This is an optimization exercise on Yosys and OpenROAD, whose aim is small area and a short achievable clock period, not a production implementation. No functional check of the RTL was part of any run shown here.

## flow/design.v (module list and top-level ports; edited modules follow where they fit)
// module PE: 1502 lines
module PE#(
    parameter d_width = 32,
    parameter a_width = 8,
    parameter iact_size =  5,
    parameter kernel_size = 3
)
(
    input start,
    input clk, rst_n,
    input [d_width -1 : 0] weight,
    input [d_width -1 : 0] iact,
    output reg load_weight,
    output reg load_iact,
    output reg done,
    output reg [d_width -1 : 0] pe_out
);
  // ...
==> flow/flow/run.sh <==
#!/bin/bash
# Layout flow: the standard layout (standard.sh) with these changes:
#  - the port buffers are buf_2 cells instead of the cell buffer_ports picks;
#  - timing repair aims at 6.8 ns of setup slack at the 10 ns clock, and
#    may only resize cells and swap pins (no buffers, no cloning).
set -euo pipefail
cat >> config.mk <<'EOC'
export BUFFER_PORTS_ARGS = -buffer_cell sky130_fd_sc_hd__buf_2
export SETUP_SLACK_MARGIN = 6.8
export SETUP_MOVE_SEQUENCE = sizeup,swap
EOC
bash standard.sh > standard.log 2>&1
==> flow/standard.sh <==
#!/bin/bash
# synth_recipe.tcl (not shown) runs the flow's synth.tcl, then flattens the netlist and writes it again
# the make line also repeats each setting of config.mk as NAME=value (left out here)
make -C /OpenROAD-flow-scripts/flow DESIGN_CONFIG=/design/flow/config.mk WORK_HOME=/design/flow/orfs CLKGATE_MAP_FILE= SYNTH_SCRIPT=/design/flow/synth_recipe.tcl "${@:-finish}"
==> flow/config.mk <==
export PLATFORM = sky130hd
export DESIGN_NAME = PE
export DESIGN_NICKNAME = PE
export VERILOG_FILES = /design/flow/design.v
export SDC_FILE = /design/flow/constraint.sdc
export NUM_CORES = 4
export LEC_CHECK = 0
export CAP_MARGIN = 20
export CORE_MARGIN = 2
export CORE_UTILIZATION = 60
export CTS_BUF_LIST = sky130_fd_sc_hd__clkbuf_16
export CTS_CLUSTER_DIAMETER = 60
export CTS_CLUSTER_SIZE = 30
export SLEW_MARGIN = 20
export BUFFER_PORTS_ARGS = -buffer_cell sky130_fd_sc_hd__buf_2
export SETUP_SLACK_MARGIN = 6.8
export SETUP_MOVE_SEQUENCE = sizeup,swap
==> flow/constraint.sdc <==
create_clock -name core_clock -period 10.0 [get_ports {clk}]
set_input_delay 2.0000 -clock core_clock [delete_from_list [all_inputs] [get_ports {clk}]]
set_output_delay 2.0000 -clock core_clock [all_outputs]
set_load 0.01 [all_outputs]
==> reports/metrics.cfg, run 1 <==
[run_status]
status=complete, no violations

[layout]
seq_share_pct=31.48
multi_input_area_share_pct=56.61
bufAreaShareNonClock_pct=3.708
final_common_cell=xnor2_1
area_share_clock_buf_inv_pct=4.139
fillers=3576
num-clock-buffers=35

[cts]
clkTransAtPathRegs_ps=100
h-tree-depth=2

[synthesis]
synth-compound-area-share_pct=10.94
synthXorXnorAreaFrac_pct=25.76
synth_mux_area_share_pct=4.526
syn_nets=2831
ys_seq_area_share_pct=34.22

[worst_hold_path]
min_path_type=flip-flop to flip-flop
worst_hold_startpoint=w2[5]

[grt]
globalRouteMet3Util_pct=3.808
grt_max_degree=97
grt_overflow_total=0

[floorplanning]
fp-row-count=77
fp.coreArea_sq_um=44120

[placed_design]
post-place-ws_ps=6290
port_buffers=101

[critical_path]
cp-start-kind=flip-flop
endpoint_kind=flip-flop
r2r-start=acc1_s[19]
crit_family=compound AO/OA/AOI/OAI gates
path_depth=10
worstPathRequired_ps=10430

[timing]
setup_viol=0
holdWs_ps=289.8
setup-tns-final_ps=0
slew_headroom_pct=35.80
rsz0062_at_grt=true

[detailed_routing]
drt_iter0_markers=1319

==> inputs of run 2 (changes only) <==
--- a/flow/design.v
+++ b/flow/design.v
@@ -34,22 +34,23 @@
             ld_w <= (nc >= 5'd7) && (nc <= 5'd9);
             clr  <= (nc == 5'd9) || (nc == 5'd14) || (nc == 5'd18);
             tap4 <= (nc == 5'd14) || (nc == 5'd18) || (nc == 5'd19) || (nc == 5'd20);
             hold <= (nc == 5'd12);
             outp <= (nc == 5'd14) || (nc == 5'd18) || (nc == 5'd22);
         end
     reg [31:0] r0, r1, r2, r3, r4;
     reg [31:0] w0, w1, w2;
+    reg [31:0] a;           
     always @(posedge clk) begin
         r0 <= r1; r1 <= r2; r2 <= r3; r3 <= r4; r4 <= ld_i ? iact : r0;
         w0 <= w1; w1 <= w2; w2 <= ld_w ? weight : w0;
+        a <= tap4 ? r0 : r2;
     end
-    wire [31:0] a = w0;
-    wire [32:0] bx = {tap4 ? r0 : r2, 1'b0};
+    wire [32:0] bx = {w1, 1'b0};
     reg [15:0] one, two, neg;
     integer k;
     always @(posedge clk)
         for (k = 0; k < 16; k = k + 1) begin
             one[k] <= ~hold & (bx[2*k+1] ^ bx[2*k]);
             two[k] <= ~hold & ((bx[2*k+2] & ~bx[2*k+1] & ~bx[2*k]) | (~bx[2*k+2] & bx[2*k+1] & bx[2*k]));
             neg[k] <= ~hold & bx[2*k+2] & ~(bx[2*k+1] & bx[2*k]);
         end
==> reports/metrics.cfg, run 2 <==
[layout]
drive_above_1_share_pct=15.73  ; was 14.55%
syn_to_final_growth_pct=9.983  ; was 9.580%
final_common_cell=xnor2_1  ; unchanged
fin_nets=2894  ; was 2831
fin_util_pct=66.98  ; was 66.46%
layout_common_cells=xnor2_1, dfxtp_1, a22oi_1  ; unchanged
instances_no_fill=3346  ; was 3273
antenna_cells=0  ; unchanged

[synthesis]
synthTopCellsByCount=xnor2_1, dfxtp_1, a22oi_1  ; unchanged
synthArstFlopShare_pct=9.623  ; was 10.31%
syn_area_sq_um=27700  ; was 26760 sq um
yosysUniqueCellTypes=58  ; was 59
synth_top_cell_area_share_pct=31.22  ; was 29.92%
ys_seq_area_share_pct=35.38  ; was 34.22%
syn_nets=2888  ; was 2831
synth-edff-count=0  ; unchanged
netlist_instances=2713  ; was 2656
avgSynthCellArea_sq_um=10.21  ; was 10.08 sq um
synth.ff_latch_count=478  ; was 446
synth_flop_cell=dfxtp_1  ; unchanged
ys_warn_count=1  ; unchanged
yosys.area.top_type=dfxtp_1  ; unchanged
post-synth-top-count-cell=xnor2_1  ; unchanged
ys_top_cells_by_area=dfxtp_1, xnor2_1, a22oi_1  ; unchanged

[detailed_routing]
wl_mm=67.34  ; was 62.81 mm
drt_iter0_markers=1320  ; was 1319
post_drt_via_cell_ratio=5.692  ; was 5.719
drc_errors=0  ; unchanged
ant_nets=0  ; unchanged
wire_per_inst_microns=20.12  ; was 19.19 microns
first_pass_iters=6  ; unchanged
num_vias=19050  ; was 18720

[cts]
hold_buffers=0  ; unchanged
cts_max_path_buffers=3  ; unchanged
cts-root-buf=clkbuf_16  ; unchanged
h-tree-depth=2  ; unchanged
cts_buffers=36  ; was 35
cts_tree=built  ; unchanged
cts_setup_buffers=0  ; unchanged
clk_latency_ps=590  ; was 570 ps
clkTransAtPathRegs_ps=100  ; about the same
cts_num_sinks=478  ; was 446

[grt]
grt_max_degree=72  ; was 97
antenna_found_initial=0  ; unchanged
grt_overflow_total=0  ; unchanged
grt_pass1_vias=18920  ; was 18560
grt_pass1_wl_mm=105.8  ; was 101.8 mm
grt_usage_pct=28.19  ; was 27.25%

[placed_design]
post-dp-hpwl_mm=47.66  ; was 45.31 mm
post-place-ws_ps=6181  ; was 6290 ps
port_buffers=101  ; unchanged
dp.cells=3281  ; was 3210
place_congestion=0.8754  ; was 0.8574

[critical_path]
critPathMaxFanout=17  ; was 6
rrSetupSlack_ps=6830  ; was 6840 ps
r2r-start=a[1]  ; was acc1_s[19]
r2r_cells=9  ; was 10
crit_type=flip-flop to flip-flop  ; unchanged
arrival_ps=3580  ; was 3590 ps
cp-start-kind=flip-flop  ; unchanged
endpoint=acc0_c[13]  ; was pe_out[26]
endpoint_kind=flip-flop  ; unchanged
worstPathRequired_ps=10410  ; was 10430 ps
r2r_end=acc0_c[13]  ; was pe_out[26]
critPathLaunch=a[1]  ; was acc1_s[19]

[timing]
final_hold_viol_count=0  ; unchanged
timing.fmax_mhz=315.8  ; was 316.7 MHz
setup_viol=0  ; unchanged
period_minus_slack_ps=3167  ; was 3158 ps
finClkSkew_ps=51.32  ; was 40.98 ps
drv_slew=0  ; unchanged
worstMarginPinSlew_ps=856.5  ; was 961.7 ps
setup_slack_ps=6833  ; was 6842 ps
setup-tns-final_ps=0  ; unchanged
slew_headroom_pct=42.90  ; was 35.80%
period_share_pct=31.67  ; was 31.58%
rsz0062_at_grt=true  ; unchanged

[floorplanning]
start_util_pct=60.90  ; was 60.65%
die-width_microns=218.9  ; was 215.2 microns
fp-row-count=78  ; was 77
die_area_sq_um=47900  ; was 46310 sq um
die_y_microns=218.9  ; was 215.2 microns
pin_count=102  ; unchanged
fp.coreArea_sq_um=45480  ; was 44120 sq um

[worst_hold_path]
min_path_type=flip-flop to flip-flop  ; unchanged

[run_status]
status=complete, no violations  ; unchanged

[run]
maxCapViolCount=0  ; unchanged

==> run 2: cell types whose count changed after synthesis, sizes merged, moves of 13 or more <==
cell | previous run | this run
buf | 105 | 120
clkbuf | 72 | 54
dfxtp | 400 | 432
mux2 | 80 | 96
mux2i | 31 | 17
nand2 | 77 | 95
nand3 | 31 | 12
nor2 | 136 | 186
nor3 | 30 | 17
nor3b | 4 | 20
or3 | 17 | 2
==> run 2: worst min-delay path by stage <==
stage | from | slack, ps | cells past startpoint | to
6_report | r3[16] | 310 | 0 | r2[16]
5_1_grt | r3[16] | 300 | 0 | r2[16]
4_1_cts | r3[16] | 310 | 0 | r2[16]
3_5_place_dp | r3[12] | 310 | 0 | r2[12]
3_3_place_gp | w2[11] | 310 | 0 | w1[11]
2_1_floorplan | r1[0] | 310 | 0 | r0[0]
==> run 2: per-stage QoR <==
step,instance area [sq um],hold slack (ps)
after CTS,30100,312.2
after floorplan,27770,309.6
after global placement,28430,309.6
final,30460,306.5
after detailed placement,28430,312.1
after global routing,30460,302.9
==> run 2: layout make-up <==
cell class	count	area, sq um
clock buffer	37	925.9
sequential	478	9873
clock inverter	28	422.9
timing repair buffer	142	1061
tap	600	750.7
multi-input combinational	1954	17020
fill	3638	15020
inverter	107	409.1
==> run 2: timing repair <==
item / 4_1_cts / 5_1_grt
pin swaps: 12 / 25
endpoints found under the setup margin: 59 / 35
gates resized for setup: 89 / 83
==> run 2: routing by layer <==
| layer | vias up | routed length [microns] | global-route usage (%) |
|---|---|---|---|
| met5 | - | 0 | 0 |
| met4 | 0 | 1493 | 7.230 |
| met3 | 81 | 4152 | 4.366 |
| met2 | 579 | 30840 | 45.52 |
| met1 | 9264 | 30850 | 39.54 |
| li1 | 9121 | - | - |
==> run 2: cells by family (layout without fill, tap and decap cells) <==
kind of cell | count (synthesis) | in the layout | share of synthesized area, %
AOI/OAI and AO/OA | 423 | 423 | 10.66
xor gates and xnor gates | 727 | 727 | 25.27
DFF | 478 | 478 | 35.38
muxes | 113 | 113 | 4.517
and+or+nand+nor | 401 | 401 | 6.478
adders and majority gates | 290 | 290 | 13.18
buffers and inverters | 281 | 314 | 4.526
==> run 2: critical path: stages (launching register included) <==
cell	delay (ps)
dfxtp_4	550
buf_12	210
a22oi_2	90
xnor2_2	160
fa_2	360
fa_1	490
inv_1	50
fa_1	480
fa_1	470
nor2b_1	130

## re-timing with driven ports
Ports are ideal in the flow. The routed layouts listed here were re-timed in OpenROAD. Step 1 (the two cells are an assumption about what drives the block):
set clk [get_ports {clk}]
set_driving_cell -lib_cell sky130_fd_sc_hd__clkbuf_16 $clk
set_driving_cell -lib_cell sky130_fd_sc_hd__buf_2 [delete_from_list [all_inputs] $clk]
Step 2 times the ports against the registers' clock, not the clock port: input delays grow and output delays shrink by t, the midpoint of the rising clock arrivals with the driver on. a / b / c = ideal / step 1 / step 2; a / b = the first two.
| run | t (ns) | slack for setup (ns) | latest minus earliest clock arrival (ns) | worst slew at a driven data input, ns | cell pins on the clock port's net |
|---|---|---|---|---|---|
| run 1 | 0.608 | 6.842 / 6.842 / 6.728 | 0.045 / 0.044 | 0.04 | 1 |
| run 2 | 0.619 | 6.833 / 6.833 / 6.833 | 0.053 / 0.053 | 0.06 | 1 |
After both steps setup and hold are still met in every run listed. The setup slack of run 1, which loses most, moves by 0.000 ns with the drivers and by -0.114 ns with both steps.
